This design comes from an exercise in tuning for small area, a short achievable clock period and few clock cycles on the open sky130 flow, not from production work. Where RTL was checked, it was by simulation tests only, not by an equivalence proof against the original. Power and IR drop assume default switching activity.

Design LASER, start of the top module:
module LASER (
    input CLK,
    input RST,
    input  [3:0] X,
    input  [3:0] Y,
    output [3:0] C1X,
    output [3:0] C1Y,
    output [3:0] C2X,
    output [3:0] C2Y,
    output reg DONE
);
Size in the first run: about 4500 cells after synthesis, ~37000 um2 of cells after synthesis.
export LEC_CHECK = 0
export ABC_AREA = 1
export CAP_MARGIN = 20
export CORE_MARGIN = 2
export CORE_UTILIZATION = 40
export SLEW_MARGIN = 20
export SETUP_SLACK_MARGIN = 7.25
create_clock -name core_clock -period 11.0 [get_ports {CLK}]
standard.sh (not shown) runs the stock make flow with config.mk's settings and CLKGATE_MAP_FILE= SYNTH_SCRIPT=/design/flow/synth_recipe.tcl, a recipe that flattens the netlist after the stock synthesis.
==> flow/flow/run.sh <==
#!/bin/bash
set -e
cp standard.sh standard.sh.log.txt 2>/dev/null || true
sed -i 's/^export SETUP_SLACK_MARGIN.*$//' config.mk
echo "export SETUP_SLACK_MARGIN = ${MARGIN:-7.25}" >> config.mk
bash standard.sh > standard.log 2>&1
Testbench counts at the start, summed over its fixed seeds: cycles 12,021.
==> next run, changes <==
--- a/flow/design.v
+++ b/flow/design.v
@@ -108,20 +108,19 @@
 endfunction
 wire [2:0] S2n [0:15];
 wire [2:0] S3n [0:15];
 generate
 for (gc = 0; gc < 16; gc = gc + 1) begin : g_vs
     wire [8:0] w = B_w[gc];
-    wire [1:0] f1 = fa(w[2], w[3], w[4]);
-    wire [1:0] f2 = fa(f1[0], w[5], w[6]);
+    wire [1:0] f1 = fa(w[2], w[3], w[5]);
+    wire [1:0] f2 = fa(f1[0], w[4], w[6]);
     wire [1:0] h1 = ha(f1[1], f2[1]);
     assign S2n[gc] = {h1[1], h1[0], f2[0]};
-    wire [1:0] f3 = fa(w[1], w[7], w[5]);
-    wire [1:0] f4 = fa(f1[0], f3[0], w[6]);
-    wire [1:0] f5 = fa(f1[1], f3[1], f4[1]);
-    assign S3n[gc] = {f5[1], f5[0], f4[0]};
+    wire [1:0] f3 = fa(f2[0], w[1], w[7]);
+    wire [1:0] h2 = ha(h1[0], f3[1]);
+    assign S3n[gc] = {h1[1] | h2[1], h2[0], f3[0]};
 end
 endgenerate
 reg [2:0] S2 [0:15];
 reg [2:0] S3 [0:15];
 reg [8:0] V_w [0:15];      
 reg       v1, sid1, fst1, lst1, wr1;    
Effect: Sequential power is about the same. Critical path depth does not change. Total power went up by 1.8%. Cell count came out lower by 1.9%. Wire length barely changes. Core utilization rises by 0.64 points. Fmax climbs by 1.3%. Setup slack improves by 47 ps.
Testbench counts after the change, summed over its fixed seeds: cycles 12,021.

* * *

LASER again, from the RTL that the note above started with.
Settings: LEC_CHECK=0, ABC_AREA=1, CAP_MARGIN=50, CORE_MARGIN=2, CORE_UTILIZATION=40, CTS_CLUSTER_DIAMETER=100, CTS_CLUSTER_SIZE=20, SLEW_MARGIN=50, SETUP_SLACK_MARGIN=7.5; clock period 11.0 ns.
==> flow/flow/run.sh <==
#!/bin/bash
set -e
cp standard.sh standard.sh.log.txt 2>/dev/null || true
sed -i 's/^export SETUP_SLACK_MARGIN.*$//' config.mk
echo "export SETUP_SLACK_MARGIN = ${MARGIN:-7.5}" >> config.mk
bash standard.sh > standard.log 2>&1
The first run completed without violations.
Testbench counts at the start, summed over its fixed seeds: cycles 12,021.
Edit:
--- a/flow/design.v
+++ b/flow/design.v
@@ -4,22 +4,23 @@
     input  [3:0] X,
     input  [3:0] Y,
     output [3:0] C1X,
     output [3:0] C1Y,
     output [3:0] C2X,
     output [3:0] C2Y,
     output reg DONE
 );
 reg        scan;           
 reg  [5:0] cnt;            
 reg  [3:0] ph;             
+reg  [3:0] ph1;            
 reg  [3:0] icnt;           
 reg        isid;           
 reg  [3:0] r0;             
 reg  [7:0] Fm;             
 reg        pv;             
 reg        role;           
 reg  [7:0] C1r, C2r;       
 wire [7:0] A = role ? C2r : C1r;
 wire [7:0] F = role ? C1r : C2r;
 wire       read_last = ~scan & (cnt == 6'd40);    
 reg  [5:0] best_val;
@@ -36,23 +37,32 @@
 wire [3:0]  yrow = Yr - ph - 4'd1;     
 integer i;
 always @(posedge CLK) begin
     RSTr <= RST;
     Xr <= X;
     Yr <= Y;
     pt <= ~RST & ~scan & (cnt != 6'd40);
     for (i = 0; i < 16; i = i + 1) begin
         B[i] <= (clr ? 16'd0 : B[(i + 1) % 16]) | ((pt && yrow == i) ? (16'd1 << Xr) : 16'd0);
     end
 end
-reg  [16:0] h;
+reg  [16:0] hn;
+reg  [8:0]  sc4, sc3, sc2, sc0;
+integer sd;
+always @(posedge CLK)
+    for (sd = 0; sd < 9; sd = sd + 1) begin
+        sc4[sd] <= hn[12 - sd];
+        sc3[sd] <= hn[12 - sd + 1] | hn[12 - sd - 1] | hn[12 - sd + 2] | hn[12 - sd - 2];
+        sc2[sd] <= hn[12 - sd + 3] | hn[12 - sd - 3];
+        sc0[sd] <= hn[16 - sd] | hn[8 - sd];
+    end
 reg  [15:1] fxt;           
 wire [31:0] fge = {8'h00, fxt, 9'h1ff};
 reg  [8:0]  vrow;          
 wire [3:0]  ph_n = ph + 4'd1;
 integer vd;
 always @(posedge CLK)
     for (vd = 0; vd < 9; vd = vd + 1)
         vrow[vd] <= ({2'b00, ph_n} + vd >= 4) && ({2'b00, ph_n} + vd <= 19);
 genvar gd, gc;
 function [16:0] hdec;          
     input [3:0] p, fy;
@@ -75,27 +85,26 @@
         g32 = g[3] | (~l[3] & g[2]);  l32 = l[3] | (~g[3] & l[2]);
         g54 = g[5] | (~l[5] & g[4]);  l54 = l[5] | (~g[5] & l[4]);
         g30 = g32 | (~l32 & g10);     l30 = l32 | (~g32 & l10);
         gt6 = g54 | (~l54 & g30);
     end
 endfunction
 wire [8:0] B_w [0:15];                               
 generate
 for (gd = 0; gd < 9; gd = gd + 1) begin : g_row
     localparam integer D = gd - 4;
     wire valid = vrow[gd];
-    wire s4 = h[8 - D];
-    wire s3 = h[8 - D + 1] | h[8 - D - 1] | h[8 - D + 2] | h[8 - D - 2];
-    wire s2 = h[8 - D + 3] | h[8 - D - 3];
-    wire s0 = ((8 - D + 4) <= 16 ? h[(8 - D + 4) % 17] : 1'b0) |
-              ((8 - D - 4) >= 0  ? h[(8 - D - 4 + 17) % 17] : 1'b0);
+    wire s4 = sc4[gd];
+    wire s3 = sc3[gd];
+    wire s2 = sc2[gd];
+    wire s0 = sc0[gd];
     for (gc = 0; gc < 16; gc = gc + 1) begin : g_col
         wire le0 = fge[gc + 8]     & ~fge[gc + 8 + 1];
         wire le2 = fge[gc + 8 - 2] & ~fge[gc + 8 + 3];
         wire le3 = fge[gc + 8 - 3] & ~fge[gc + 8 + 4];
         wire le4 = fge[gc + 8 - 4] & ~fge[gc + 8 + 5];
         wire covf = (s4 & le4) | (s3 & le3) | (s2 & le2) | (s0 & le0);
         assign B_w[gc][gd] = B[(D + 16) % 16][gc] & valid & ~covf;
     end
 end
 endgenerate
 function [1:0] fa;             
@@ -272,49 +281,50 @@
         best_pos <= {row3, rarg};
         best_wr  <= wr3;
         eqA      <= ({row3, rarg} == A);
     end
 end
 always @(posedge CLK) begin
     if (RST) begin
         scan <= 1'b0;
         cnt  <= 6'd0;
         DONE <= 1'b0;
         ph   <= 4'd0;
+        ph1  <= 4'd1;
     end else begin
         DONE <= stop;
         ph   <= ph + 4'd1;
+        ph1  <= ph1 + 4'd1;
         if (~scan) begin
             cnt  <= read_last ? 6'd0 : cnt + 6'd1;
             scan <= read_last;
         end else if (stop) begin
             scan <= 1'b0;
         end
     end
 end
 wire       fm_load = restart | (icnt == 4'd15);
-wire [3:0] ph1 = ph + 4'd1;
 always @(posedge CLK) begin
     if (~scan)
         fxt <= 15'd0;
     else if (fm_load)
         for (vd = 1; vd < 16; vd = vd + 1)
             fxt[vd] <= (best_pos[3:0] >= vd);
 end
-always @(posedge CLK) begin
+always @(*) begin
     if (~scan)
-        h <= hdec(ph1, 4'd0);
+        hn = hdec(ph1, 4'd0);
     else if (fm_load)
-        h <= hdec(ph1, best_pos[7:4]);
+        hn = hdec(ph1, best_pos[7:4]);
     else
-        h <= hdec(ph1, Fm[7:4]);
+        hn = hdec(ph1, Fm[7:4]);
 end
 always @(posedge CLK) begin
     if (~scan) begin
         icnt <= 4'd0;
         isid <= 1'b0;
         Fm   <= 8'd0;
     end else if (restart) begin
         icnt <= 4'd0;
         Fm   <= best_pos;
     end else begin
         icnt <= icnt + 4'd1;
After rerunning: Setup slack loses 0.027 ns. Hold slack gains 0.0096 ns. Cell area rose by 1.3%. Flip-flop and latch count rose by 23. Power rose by 3.9%. Routed wire length rose by 8.6%. Core utilization rose by 0.26 points. Area after synthesis rose by 1.4%. Via count rose by 2.0%. Global-route usage rose by 1.4 points. Clock-buffer cell count does not change.
Only the layout flow was run in the second run of this note; the RTL was not checked for function there.

* * *

== v31 ==
LASER with an RTL version that a note above also has.
For scale: roughly 4400 cells after synthesis, roughly 650 flip-flops, roughly 27 I/O pins.
export LEC_CHECK = 0
export ABC_AREA = 1
export CAP_MARGIN = 20
export CORE_MARGIN = 2
export CORE_UTILIZATION = 40
export SLEW_MARGIN = 20
export SETUP_SLACK_MARGIN = 7.5
create_clock -name core_clock -period 11.0 [get_ports {CLK}]
Scripts as last shown in full above: flow/flow/run.sh
Testbench counts of v31, summed over its fixed seeds: cycles 12,021.
#### Input delta (v5 over v31)
-- flow/design.v --
<<< v31, line 112
for (gc = 0; gc < 16; gc = gc + 1) begin : g_vs
    wire [8:0] w = B_w[gc];
    wire [1:0] f1 = fa(w[2], w[3], w[5]);
    wire [1:0] f2 = fa(f1[0], w[4], w[6]);
    wire [1:0] h1 = ha(f1[1], f2[1]);
    assign S2n[gc] = {h1[1], h1[0], f2[0]};
    wire [1:0] f3 = fa(f2[0], w[1], w[7]);
    wire [1:0] h2 = ha(h1[0], f3[1]);
    assign S3n[gc] = {h1[1] | h2[1], h2[0], f3[0]};
end
endgenerate
>>> v5, line 112
for (gc = 0; gc < 16; gc = gc + 1) begin : g_vs
    wire [8:0] w = B_w[gc];
    wire [1:0] f1 = fa(w[2], w[3], w[4]);
    wire [1:0] f2 = fa(f1[0], w[5], w[6]);
    wire [1:0] h1 = ha(f1[1], f2[1]);
    assign S2n[gc] = {h1[1], h1[0], f2[0]};
    wire [1:0] f3 = fa(w[1], w[7], w[5]);
    wire [1:0] f4 = fa(f1[0], f3[0], w[6]);
    wire [1:0] f5 = fa(f1[1], f3[1], f4[1]);
    assign S3n[gc] = {f5[1], f5[0], f4[0]};
end
endgenerate
Findings:
Diff v31 and v5: fraction of the yosys area taken by sequential cells lower in v5. Delta (v5 minus v31): core footprint grew by 0.0015 mm2; synthesized cell count grew by about 1.6%. Across both runs, total power draw was lower for v5 than for v31. From v31 to v5 the numbers moved as follows: global routing usage summed across all routing layers has decreased; number of buffers created by CTS has increased; first-pass GRT wire length has decreased. | count of clock-buffer cells in the layout | v5 vs v31 | 6 lower |. Between v5 and v31, it is v5 whose smallest setup slack after layout is higher, by 0.051 ns. Per the comparison of v5 with v31, utilization now smaller; number of instances on the worst hold path about even.
Testbench counts of v5, summed over its fixed seeds: cycles 12,021.

* * *

LASER, a different RTL version from the one above (not shown whole).
Size in the first run: roughly 4500 cells after synthesis, ~670 flip-flops, about 38000 um2 of cells after synthesis.
## LASER
module LASER (
    input CLK,
    input RST,
    input  [3:0] X,
    input  [3:0] Y,
    output [3:0] C1X,
    output [3:0] C1Y,
    output [3:0] C2X,
    output [3:0] C2Y,
    output reg DONE
);
clock: 11.0 ns
lec_check: 0
abc_area: 1
cap_margin: 20
core_margin: 2
core_utilization: 40
cts_cluster_diameter: 100
cts_cluster_size: 20
slew_margin: 20
setup_slack_margin: 7.5
buffer_ports_args: -buffer_cell sky130_fd_sc_hd__buf_2
==> flow/flow/run.sh <==
#!/bin/bash
set -e
sed -i 's/^export SETUP_SLACK_MARGIN.*$//' config.mk
echo "export SETUP_SLACK_MARGIN = 7.5" >> config.mk
echo "export BUFFER_PORTS_ARGS = -buffer_cell sky130_fd_sc_hd__buf_2" >> config.mk
bash standard.sh > standard.log 2>&1
==> next run, changes <==
--- a/flow/design.v
+++ b/flow/design.v
@@ -6,18 +6,19 @@
     output [3:0] C1X,
     output [3:0] C1Y,
     output [3:0] C2X,
     output [3:0] C2Y,
     output reg DONE
 );
 reg        scan;           
 reg  [5:0] cnt;            
 reg  [3:0] ph;             
+reg  [3:0] ph1;            
 reg  [3:0] icnt;           
 reg        isid;           
 reg  [3:0] r0;             
 reg  [7:0] Fm;             
 reg        pv;             
 reg        role;           
 reg  [7:0] C1r, C2r;       
 wire [7:0] A = role ? C2r : C1r;
 wire [7:0] F = role ? C1r : C2r;
@@ -282,31 +283,32 @@
         eqA      <= ({row3, rarg} == A);
     end
 end
 always @(posedge CLK) begin
     if (RST) begin
         scan <= 1'b0;
         cnt  <= 6'd0;
         DONE <= 1'b0;
         ph   <= 4'd0;
+        ph1  <= 4'd1;
     end else begin
         DONE <= stop;
         ph   <= ph + 4'd1;
+        ph1  <= ph1 + 4'd1;
         if (~scan) begin
             cnt  <= read_last ? 6'd0 : cnt + 6'd1;
             scan <= read_last;
         end else if (stop) begin
             scan <= 1'b0;
         end
     end
 end
 wire       fm_load = restart | (icnt == 4'd15);
-wire [3:0] ph1 = ph + 4'd1;
 always @(posedge CLK) begin
     if (~scan)
         fxt <= 15'd0;
     else if (fm_load)
         for (vd = 1; vd < 16; vd = vd + 1)
             fxt[vd] <= (best_pos[3:0] >= vd);
 end
 always @(*) begin
     if (~scan)
=> Design area is higher by 0.71%; sequential power is about the same; utilization is higher by 0.18 points; worst setup slack gets worse by 23 ps; first-iteration DRC count went down by 11%; wire length went up by 8.8%.
No run of this note included a check of the RTL's function; only the layout flow was run.

afterwards: timing with drivers on the ports:
The flow's constraints put no driver on any port. The routed layouts listed below were extracted and timed again, unchanged, in two steps. Step 1 (the two cells are an assumption about what drives the block):
set clk [get_ports {CLK}]
set_driving_cell -lib_cell sky130_fd_sc_hd__clkbuf_16 $clk
set_driving_cell -lib_cell sky130_fd_sc_hd__buf_2 [delete_from_list [all_inputs] $clk]
Step 2 moves the port delays by t, midway between the first and last clock arrival at a register: inputs arrive t later, outputs are due t later. That takes back most of the time a late clock gives input paths. a / b / c = ideal ports / drivers / drivers and shift; a / b = the first two.
run | t, ns | setup slack, ns | worst register clock-pin slew, ns | worst data-port slew with drivers (ns)
the first run of note 1 | 0.691 | 7.205 / 7.205 / 7.129 | 0.07 / 0.07 | 0.06
the second run of note 1 | 0.694 | 7.252 / 7.220 / 7.205 | 0.07 / 0.07 | 0.06
the first run of note 2 | 0.657 | 7.488 / 7.473 / 7.150 | 0.09 / 0.09 | 0.06
the second run of note 2 | 0.665 | 7.461 / 7.461 / 7.450 | 0.09 / 0.09 | 0.03
v31 | 0.688 | 7.466 / 7.466 / 7.268 | 0.08 / 0.08 | 0.05
v5 | 0.690 | 7.518 / 7.470 / 7.098 | 0.07 / 0.07 | 0.06
the first run of note 4 | 0.672 | 7.422 / 7.422 / 7.422 | 0.09 / 0.09 | 0.03
the second run of note 4 | 0.657 | 7.399 / 7.399 / 7.399 | 0.09 / 0.09 | 0.04
After both steps every run listed still meets setup and hold. The setup slack of v5, which loses most, moves by -0.048 ns with the drivers and by -0.420 ns with both steps.
